Context: an optimization exercise on an open-source flow, tuned for small area and a short achievable clock period. The choices shown serve that exercise and are no tape-out recipe.
RTL that was checked went through simulation tests only; none was proved equivalent to the original.
Power is estimated from default activity; no workload was simulated.

Design arith_eg3_mod, start of the top module:
module arith_eg3_mod(
    input clk,
    input rst,
    input int a,
    input int b,
    input [1:0] sel,
    output int r
);
Settings: LEC_CHECK=0, CAP_MARGIN=20, CORE_MARGIN=2, CORE_UTILIZATION=40, SLEW_MARGIN=65; clock period 75.0 ns.
run.sh (not shown) runs the stock make flow with config.mk's settings and CLKGATE_MAP_FILE= SYNTH_SCRIPT=/design/flow/synth_recipe.tcl, a recipe that flattens the netlist after the stock synthesis.
Rerun with:
Settings changed: CAP_MARGIN 20 to 85, SLEW_MARGIN 65 to 92.
- This time the run aborted during detailed placement on DPL-0038
- synthesized cell count does not change
- synthesized area stays the same
Rerun with:
Settings changed: CAP_MARGIN 85 to 20, SLEW_MARGIN 92 to 50.
The new run ran to the end with no violations.
Synthesized cell count stays the same.
Synthesized area does not change.
Rerun with:
Settings changed: SLEW_MARGIN 50 to 20.
Outcome:
- utilization drops by 0.15 points
- clock power drops by 4.0%
- routed wire length stays flat
- power decreases by 0.35%


## job 101
The RTL this note starts from:
==> flow/design.v <==
module arith_eg3_mod(
    input clk,
    input rst,
    input int a,
    input int b,
    input [1:0] sel,
    output int r
);
    localparam int K1 = 12;
    localparam int K2 = 25;
    localparam int RIPPLE_MAX = 4;    
    logic        mul0, mul1, mul2;       
    logic        div0, div1, div2;       
    logic        inv0, inv1, inv2;       
    logic        nq0,  nq1,  nq2;        
    logic [31:0] ns0,  ns1,  ns2;        
    logic [31:0] y0,   y1,   y2;         
    logic [31:0] xr1,  xr2;              
    logic [31:0] qr1,  qr2;              
    wire  [2:0]        m_mul = {mul2, mul1, mul0};
    wire  [2:0]        m_div = {div2, div1, div0};
    wire  [2:0]        m_inv = {inv2, inv1, inv0};
    wire  [2:0][31:0]  nsrc  = {ns2, ns1, ns0};
    wire  [2:0][31:0]  y     = {y2, y1, y0};
    wire  [2:0][31:0]  xreg  = {xr2, xr1, 32'd0};
    wire  [31:0][31:0] xo;       
    wire  [31:0] qc;               
    wire        s_div = (sel == 2'd3);
    wire        s_mul = (sel == 2'd2);
    wire        s_inv = sel[0];
    wire [31:0] a_abs = a[31] ? -a : a;
    wire [31:0] b_abs = b[31] ? -b : b;
    assign mul0 = s_mul;
    assign div0 = s_div;
    assign inv0 = s_inv;
    assign nq0  = s_div & (a[31] ^ b[31]) & (b != 32'd0);
    assign ns0  = s_div ? a_abs : a;
    assign y0   = (s_div ? b_abs : b) ^ {32{s_inv}};
    for (genvar k = 0; k < 32; k++) begin : row
        localparam int S = (k < K1) ? 0 : (k < K2) ? 1 : 2;
        wire         nb = ~m_mul[S] & nsrc[S][31-k];
        wire [k:0]   xin;
        if (k == 0)                  assign xin = nb;
        else if (k == K1 || k == K2) assign xin = {xreg[S][k-1:0], nb};
        else                         assign xin = {xo[k-1][k-1:0], nb};
        wire [k:0]   s;
        wire         co;
        alu_row #(.W(k+1), .FAST(k >= RIPPLE_MAX)) add (.x(xin), .y(y[S][k:0]), .ci(m_inv[S]), .s(s), .co(co));
        wire hz;
        if (k == 31) assign hz = 1'b1;
        else         assign hz = &y[S][31:k+1];
        wire keep = m_mul[S] ? nsrc[S][31-k] : m_div[S] ? (co & hz) : (k == 31);
        assign qc[31-k] = keep;
        assign xo[k] = {{(31-k){1'b0}}, keep ? s : xin};
    end
    logic sd, sx;    
    always_ff @(posedge clk) begin
        mul1 <= mul0;
        div1 <= div0;
        inv1 <= inv0;
        nq1  <= nq0;
        ns1  <= ns0;
        y1   <= y0;
        xr1  <= xo[K1-1];
        qr1  <= qc;
        mul2 <= mul1;
        div2 <= div1;
        inv2 <= inv1;
        nq2  <= nq1;
        ns2  <= ns1;
        y2   <= y1;
        xr2  <= xo[K2-1];
        qr2  <= {qr1[31:32-K1], qc[31-K1:0]};
        if (rst) begin
            sd <= 1'b0;
            sx <= 1'b0;
        end else begin
            sd <= div1;
            sx <= ~div1;
        end
    end
    wire [31:0] q = {qr2[31:32-K2], qc[31-K2:0]};
    wire [31:0] qf = nq2 ? -q : q;
    assign r = ({32{sd}} & qf) | ({32{sx}} & xo[31]);
endmodule
module alu_row #(parameter int W = 8, parameter bit FAST = 1) (
    input  [W-1:0] x,
    input  [W-1:0] y,
    input          ci,
    output [W-1:0] s,
    output         co
);
    wire [W-1:0] p = x ^ y;
    wire [W:0]   c;
    assign c[0] = ci;
    if (!FAST || W < 3) begin : ripple
        for (genvar j = 0; j < W; j++) begin : bit_
            assign c[j+1] = (x[j] & y[j]) | (c[j] & p[j]);
        end
    end else begin : prefix
        localparam int L = (W > 16) ? 5 : (W > 8) ? 4 : (W > 4) ? 3 : (W > 2) ? 2 : 1;
        wire [W-1:0] g [0:L];
        wire [W-1:0] q [0:L];
        assign g[0][0] = (x[0] & y[0]) | (ci & p[0]);
        assign q[0][0] = 1'b0;
        for (genvar j = 1; j < W; j++) begin : gp
            assign g[0][j] = x[j] & y[j];
            assign q[0][j] = p[j];
        end
        for (genvar l = 0; l < L; l++) begin : lev
            for (genvar j = 0; j < W; j++) begin : node
                if ((j >> l) & 1) begin : comb
                    localparam int J = ((j >> (l + 1)) << (l + 1)) + (1 << l) - 1;
                    assign g[l+1][j] = g[l][j] | (q[l][j] & g[l][J]);
                    assign q[l+1][j] = q[l][j] & q[l][J];
                end else begin : pass
                    assign g[l+1][j] = g[l][j];
                    assign q[l+1][j] = q[l][j];
                end
            end
        end
        for (genvar j = 0; j < W; j++) begin : carry
            assign c[j+1] = g[L][j];
        end
    end
    assign s  = p ^ c[W-1:0];
    assign co = c[W];
endmodule
Settings: LEC_CHECK=0, ABC_AREA=1, CAP_MARGIN=20, CORE_MARGIN=2, CORE_UTILIZATION=40, GPL_ROUTABILITY_DRIVEN=0, PLACE_DENSITY=0.8, SLEW_MARGIN=72; clock period 75.0 ns.
Having completed the whole flow, job 101 delivered a layout that passed the timing, DRC and antenna checks.
Edits applied to the flow inputs when going from job 101 to job 102:
Settings: GPL_ROUTABILITY_DRIVEN no longer set, was 0; PLACE_DENSITY no longer set, was 0.8; SLEW_MARGIN now 65, was 72.
==> notes.md <==
- Of job 101 and job 102, the run reporting the lower data arrival time at the worst-slack endpoint was job 101.
- Placeable core region came out exactly the same in job 101 and job 102.
- Number of unique standard cell types used by synthesis delta (job 102 -> job 101): insignificant
- Via count: lower on job 102
- Compared to job 101, job 102 shows a narrower setup margin.
Modified inputs, job 103 compared to job 102
Settings: CORE_UTILIZATION: 40 -> 55; PLACE_DENSITY: unset -> 0.7; SLEW_MARGIN: 65 -> 72.
[summary]
- In the tables for job 103 and job 102, highest net fanout along the worst path reads lower with job 103.
- Note that the maximum resistive drop on vdd recorded for job 102 amounts to 0.71 times the value seen in job 103.
- Between job 102 and job 103, the cell count went down.
- On post-route cell area, job 102 loses to job 103.
- Critical path depth: job 103 vs job 102 up about 2.7%
- Initial antenna violation count for job 103: 2 down relative to job 102


## onyx
Starts from the design.v that is shown in full above.
clock: 75.0 ns
lec_check: 0
abc_area: 1
cap_margin: 20
core_margin: 2
core_utilization: 40
slew_margin: 78
Input-level comparison between ember and onyx:
-- flow/config.mk --
<<< onyx, line 7
export LEC_CHECK = 0
export ABC_AREA = 1
export CAP_MARGIN = 20
export CORE_MARGIN = 2
export CORE_UTILIZATION = 40
export SLEW_MARGIN = 78
>>> ember, line 7
export LEC_CHECK = 0
export ABC_AREA = 1
export CAP_MARGIN = 60
export CORE_MARGIN = 2
export CORE_UTILIZATION = 40
export SLEW_MARGIN = 72
==> notes.md <==
Taking onyx as the reference point, the routed length per placed instance of ember rises by about 0.7%. In terms of sequential share of layout area, ember and onyx differ only marginally. Compared with onyx, in ember global routing usage on met2 lost 0.25 points; total met3 wirelength after detailed routing +60 um; critical path depth lost about 3.2%; starting utilization of the core area now sits at about the same level. Post-route fraction of the period consumed by the critical path: ember > onyx. ember ended with every stage complete and zero timing, DRC or antenna violations. Layout clock buffer count delta for ember relative to onyx: 2 lower. In the flow results for ember and onyx, the filler cell count in the final layout is larger on onyx. ember and onyx ended up with nearly the same global-route usage over all layers.
### ember -> amber
-- flow/config.mk --
<<< ember, line 7
export LEC_CHECK = 0
export ABC_AREA = 1
export CAP_MARGIN = 60
export CORE_MARGIN = 2
export CORE_UTILIZATION = 40
>>> amber, line 7
export LEC_CHECK = 0
export ABC_AREA = 1
export CAP_MARGIN = 20
export CORE_MARGIN = 2
export CORE_UTILIZATION = 40
## What came out
- Between amber and ember, the area growth from synthesis to final layout figures differ only marginally.
- From amber to ember, switching power did not move at all.
- Reported for amber and ember, overall overflow remaining after global route turned out identical to the last digit.
- Compared amber against ember; sequential power within noise.
- ember -> amber: instance count along the most critical hold path delta 0, exact match
- The portion of total power attributed to combinational logic of ember and that of amber are within noise of each other.
- On final worst-path setup slack, amber and ember are neck and neck.
- amber -> ember: total wire length delta 0, exact match
- amber and ember ended up with roughly the same number of buffers added by the clock tree synthesis step.


Another version of the RTL of arith_eg3_mod (not shown whole).
Size: roughly 180 flip-flops, roughly 100 I/O pins.
==> flow/design.v (excerpt) <==
module arith_eg3_mod(
    input clk,
    input rst,
    input int a,
    input int b,
    input [1:0] sel,
    output int r
);
clock: 75.0 ns
lec_check: 0
abc_area: 1
cap_margin: 20
core_margin: 2
core_utilization: 40
place_density: 0.9
slew_margin: 72
Edit:
CORE_UTILIZATION = 60   (was 40)
PLACE_DENSITY = 0.75   (was 0.9)
Effect: The new run completed with no timing, DRC or antenna violations; synthesized cell count stays the same; sequential power hardly moves; wire length goes down by a few percent; first-iteration DRC count goes down by a quarter to a third; total power goes down by a few percent; die area goes down by a quarter to a third.
Edit:
CORE_UTILIZATION = 40   (was 60)
PLACE_DENSITY = unset   (was 0.75)
SLEW_MARGIN = 60   (was 72)
=>
- synthesized cell count is unchanged
- design area goes up slightly
- clock-buffer cell count falls by 1
- global-route usage falls by 11 points
- setup slack loses 1.0 ns
- first-iteration DRC count came out lower by roughly a tenth
Edit:
SLEW_MARGIN = 72   (was 60)
Cell area came out higher slightly.
Via count barely changes.
First-iteration DRC count rose slightly.


== run 1 ==
arith_eg3_mod, a different RTL version from the one above (not shown whole).
Size in the first run: ~7100 cells after synthesis, roughly 100 I/O pins.
Settings: LEC_CHECK=0, ABC_AREA=1, CAP_MARGIN=20, CORE_MARGIN=2, CORE_UTILIZATION=40, SLEW_MARGIN=75; clock period 75.0 ns.
What run 2 does differently from run 1 at the input level:
Settings: SLEW_MARGIN changed from 75 to 68.
Findings:
- On number of global-route vias before repair, run 2 and run 1 are neck and neck.
- Run comparison: run 2 master of the slowest instance on the critical path sky130_fd_sc_hd__o21ai_1; run 1 master of the slowest instance on the critical path sky130_fd_sc_hd__o21ai_2
- Diff run 2..run 1 | max-slew violation total from the final report | unchanged
- Post-detailed-route wirelength per cell: run 2 vs run 1, no meaningful difference
- Part of the cycle the worst path needs in run 2 is 0.97 points higher than in run 1
- Run 2 vs. run 1: weighted congestion at the end of routability-driven global placement neither gained nor lost much, clock network fraction of total power neither gained nor lost much, portion of the layout cell area used by non-clock buffers lost 0.43 points, number of buffers and inverters on the critical path picked up an extra 5.
- Between run 2 and run 1, the global-route usage figures differ only marginally.
diff inputs: run 2 => run 3
Settings: swapping 68 for 72 in SLEW_MARGIN.
--- outcome ---
- In run 3, the utilization of the core after routing came out 0.26 points above the value in run 2.
- Compared to run 2, run 3 shows a wider setup margin.
- [compare] base=run 2 new=run 3: final routed DRC violation total essentially unchanged, final standard cell area without fillers now sits higher.
No run of this note included a check of the RTL's function; only the layout flow was run.


Another version of the RTL of arith_eg3_mod (not shown whole).
Size in the first run: about 170 flip-flops, roughly 35000 sq um of cells after synthesis.
// arith_eg3_mod
module arith_eg3_mod(
    input clk,
    input rst,
    input int a,
    input int b,
    input [1:0] sel,
    output int r
);
    localparam int K1 = 11;
    localparam int K2 = 25;
    localparam int RIPPLE_MAX = 4;    
    logic        mul0, mul1, mul2;       
    logic        div0, div1, div2;       
    logic        inv0, inv1, inv2;       
    logic        nq0,  nq1,  nq2;        
    logic [31:0] ns0,  ns1,  ns2;        
    logic [31:0] y0,   y1,   y2;         
    logic [31:0] xr1,  xr2;              
    logic [31:0] qr1,  qr2;              
    wire  [2:0]        m_mul = {mul2, mul1, mul0};
    wire  [2:0]        m_div = {div2, div1, div0};
    wire  [2:0]        m_inv = {inv2, inv1, inv0};
    wire  [2:0][31:0]  nsrc  = {ns2, ns1, ns0};
    wire  [2:0][31:0]  y     = {y2, y1, y0};
    wire  [2:0][31:0]  xreg  = {xr2, xr1, 32'd0};
    wire  [31:0][31:0] xo;       
    wire  [31:0] qc;               
    wire        s_div = (sel == 2'd3);
    wire        s_mul = (sel == 2'd2);
    wire        s_inv = sel[0];
    wire [31:0] a_abs = a[31] ? -a : a;
    wire [31:0] b_abs = b[31] ? -b : b;
    assign mul0 = s_mul;
    assign div0 = s_div;
    assign inv0 = s_inv;
    assign nq0  = s_div & (a[31] ^ b[31]) & (b != 32'd0);
    assign ns0  = s_div ? a_abs : a;
    assign y0   = (s_div ? b_abs : b) ^ {32{s_inv}};
    for (genvar k = 0; k < 32; k++) begin : row
        localparam int S = (k < K1) ? 0 : (k < K2) ? 1 : 2;
        wire         nb = ~m_mul[S] & nsrc[S][31-k];
        wire [k:0]   xin;
        if (k == 0)                  assign xin = nb;
        else if (k == K1 || k == K2) assign xin = {xreg[S][k-1:0], nb};
  ...
clock: 75.0 ns
lec_check: 0
cap_margin: 20
core_margin: 2
core_utilization: 40
slew_margin: 70
The first run finished with timing, DRC and antenna clean.
Edit:
Settings changed: ABC_AREA set to 1, SLEW_MARGIN 70 to 65.
Result: The changed run finished with timing, DRC and antenna clean. Final area fell by 2.5%. Total power drops by 23%. Wire length is lower by 8.7%. Utilization shrinks by 1.9 points. Non-clock buffer count went down by 48. Die area goes up by 1.6%. Sequential share of layout area grows by 0.14 points.
Edit:
Settings changed: ABC_AREA 1 to unset, SLEW_MARGIN 65 to 75.
After rerunning: The new run finished clean. Setup slack degrades by 2.4 ns. Clock skew rose by 0.011 ns. Worst hold slack hardly moves. Utilization rose by 3.5 points. Design area rose by about 6%.
Edit:
Settings changed: ABC_AREA set to 1, SLEW_MARGIN 75 to 72.
Outcome: Via count went up by about 2.1%; power went down by 25%; sequential share of layout area went up by 0.44 points; global-route usage went down by 2.3 points.
No run of this note included a check of the RTL's function; only the layout flow was run.


Setup of old:
arith_eg3_mod, a different RTL version from the one above (not shown whole).
For scale: ~7100 cells after synthesis, roughly 180 flip-flops, about 100 I/O pins, about 40000 um^2 of cells after synthesis.
==> flow/config.mk <==
export PLATFORM = sky130hd
export DESIGN_NAME = arith_eg3_mod
export DESIGN_NICKNAME = arith_eg3_mod
export VERILOG_FILES = /design/flow/design.v
export SDC_FILE = /design/flow/constraint.sdc
export NUM_CORES = 4
export LEC_CHECK = 0
export ABC_AREA = 1
export CAP_MARGIN = 20
export CORE_MARGIN = 2
export CORE_UTILIZATION = 40
export SLEW_MARGIN = 76
==> flow/constraint.sdc <==
create_clock -name core_clock -period 75.0 [get_ports {clk}]
set_input_delay 15.0000 -clock core_clock [delete_from_list [all_inputs] [get_ports {clk}]]
set_output_delay 15.0000 -clock core_clock [all_outputs]
set_load 0.01 [all_outputs]
The inputs of new differ from those of old as listed below.
Settings: SLEW_MARGIN now 72, was 76.
==> comparison <==
There was hardly any difference in sequential share of layout area between old and new. Power of the combinational group across new and old: no real change. Looking at area growth from synthesis to final layout, new sits 1.8 points below old. From old to new the numbers moved as follows: met3 usage in global routing held, worst setup slack went down 0.39 ns, fraction of the core area covered by cells at the end of the flow saw a decrease.


Another version of the RTL of arith_eg3_mod (not shown whole).
Size: ~100 I/O pins, roughly 35,000 µm² of cells after synthesis.
clock: 75.0 ns
lec_check: 0
cap_margin: 20
core_margin: 2
core_utilization: 65
place_density: 0.75
slew_margin: 20
The starting point passed the timing, DRC and antenna checks.
Then changed:
- CORE_UTILIZATION: 65 -> 40
- PLACE_DENSITY: 0.75 -> unset
Synthesized area does not change.
Cell area increases slightly.
Core utilization decreases by 27 points.
Function was not checked in any run of this note: the RTL went through the layout flow alone.

[afterwards: timing with drivers on the ports]
The results above use ideal ports. As a check the final layouts listed here were re-extracted and re-timed, cells and wires unchanged. Step 1 (the two cells are an assumption about what drives the block):
set clk [get_ports {clk}]
set_driving_cell -lib_cell sky130_fd_sc_hd__clkbuf_16 $clk
set_driving_cell -lib_cell sky130_fd_sc_hd__buf_2 [delete_from_list [all_inputs] $clk]
Step 2 moves the port delays by t, midway between the first and last clock arrival at a register: inputs arrive t later, outputs are due t later. That takes back most of the time a late clock gives input paths. Three values: no drivers, after step 1, after step 2; two values: the first two.
run	t (ns)	setup slack, ns	hold slack, ns	worst setup path after step 2	worst slew at a driven data input, ns
the first run of note 1	0.523	32.900 / 32.846 / 33.369	0.329 / 0.329 / 0.329	register to output	0.12
the third run of note 1	0.520	30.811 / 30.755 / 31.275	0.327 / 0.327 / 0.327	register to output	0.12
the fourth run of note 1	0.524	30.071 / 30.016 / 30.540	0.327 / 0.327 / 0.327	register to output	0.12
job 101	0.524	36.087 / 36.033 / 36.239	0.322 / 0.322 / 0.322	input to register	0.06
job 102	0.526	35.867 / 35.807 / 36.333	0.324 / 0.324 / 0.324	register to output	0.14
job 103	0.547	35.949 / 35.885 / 36.432	0.328 / 0.328 / 0.328	register to output	0.12
onyx	0.524	36.890 / 36.828 / 37.305	0.325 / 0.325 / 0.325	input to register	0.12
ember	0.534	36.615 / 36.551 / 36.682	0.329 / 0.329 / 0.329	input to register	0.12
amber	0.534	36.615 / 36.551 / 36.682	0.329 / 0.329 / 0.329	input to register	0.12
the first run of note 4	0.508	42.148 / 42.148 / 42.148	0.338 / 0.338 / 0.338	register to register	0.05
the second run of note 4	0.521	42.463 / 42.463 / 42.463	0.333 / 0.333 / 0.333	register to register	0.07
the third run of note 4	0.516	41.430 / 41.430 / 41.430	0.331 / 0.331 / 0.331	register to register	0.06
the fourth run of note 4	0.513	42.838 / 42.838 / 42.541	0.333 / 0.333 / 0.333	input to register	0.06
run 1	0.520	42.516 / 42.516 / 42.469	0.328 / 0.328 / 0.328	input to register	0.08
run 2	0.521	41.789 / 41.789 / 41.789	0.331 / 0.331 / 0.331	register to register	0.09
run 3	0.531	42.234 / 42.234 / 42.234	0.331 / 0.331 / 0.331	register to register	0.08
the first run of note 6	0.541	31.821 / 31.821 / 31.821	0.327 / 0.327 / 0.327	register to register	0.14
the second run of note 6	0.538	35.782 / 35.711 / 35.817	0.328 / 0.328 / 0.328	register to register	0.05
the third run of note 6	0.544	33.341 / 33.341 / 33.341	0.328 / 0.328 / 0.328	register to register	0.15
the fourth run of note 6	0.538	36.548 / 36.483 / 37.021	0.329 / 0.329 / 0.329	register to output	0.04
old	0.527	42.283 / 42.283 / 41.986	0.333 / 0.333 / 0.333	input to register	0.09
new	0.524	41.891 / 41.920 / 41.396	0.331 / 0.331 / 0.331	input to register	0.08
the first run of note 8	0.526	29.968 / 29.905 / 30.431	0.327 / 0.327 / 0.327	register to output	0.10
the second run of note 8	0.524	30.071 / 30.016 / 30.540	0.327 / 0.327 / 0.327	register to output	0.12
After both steps setup and hold are still met in every run listed. For new, which loses most, drivers alone change the setup slack by +0.029 ns; drivers and shift together by -0.495 ns.
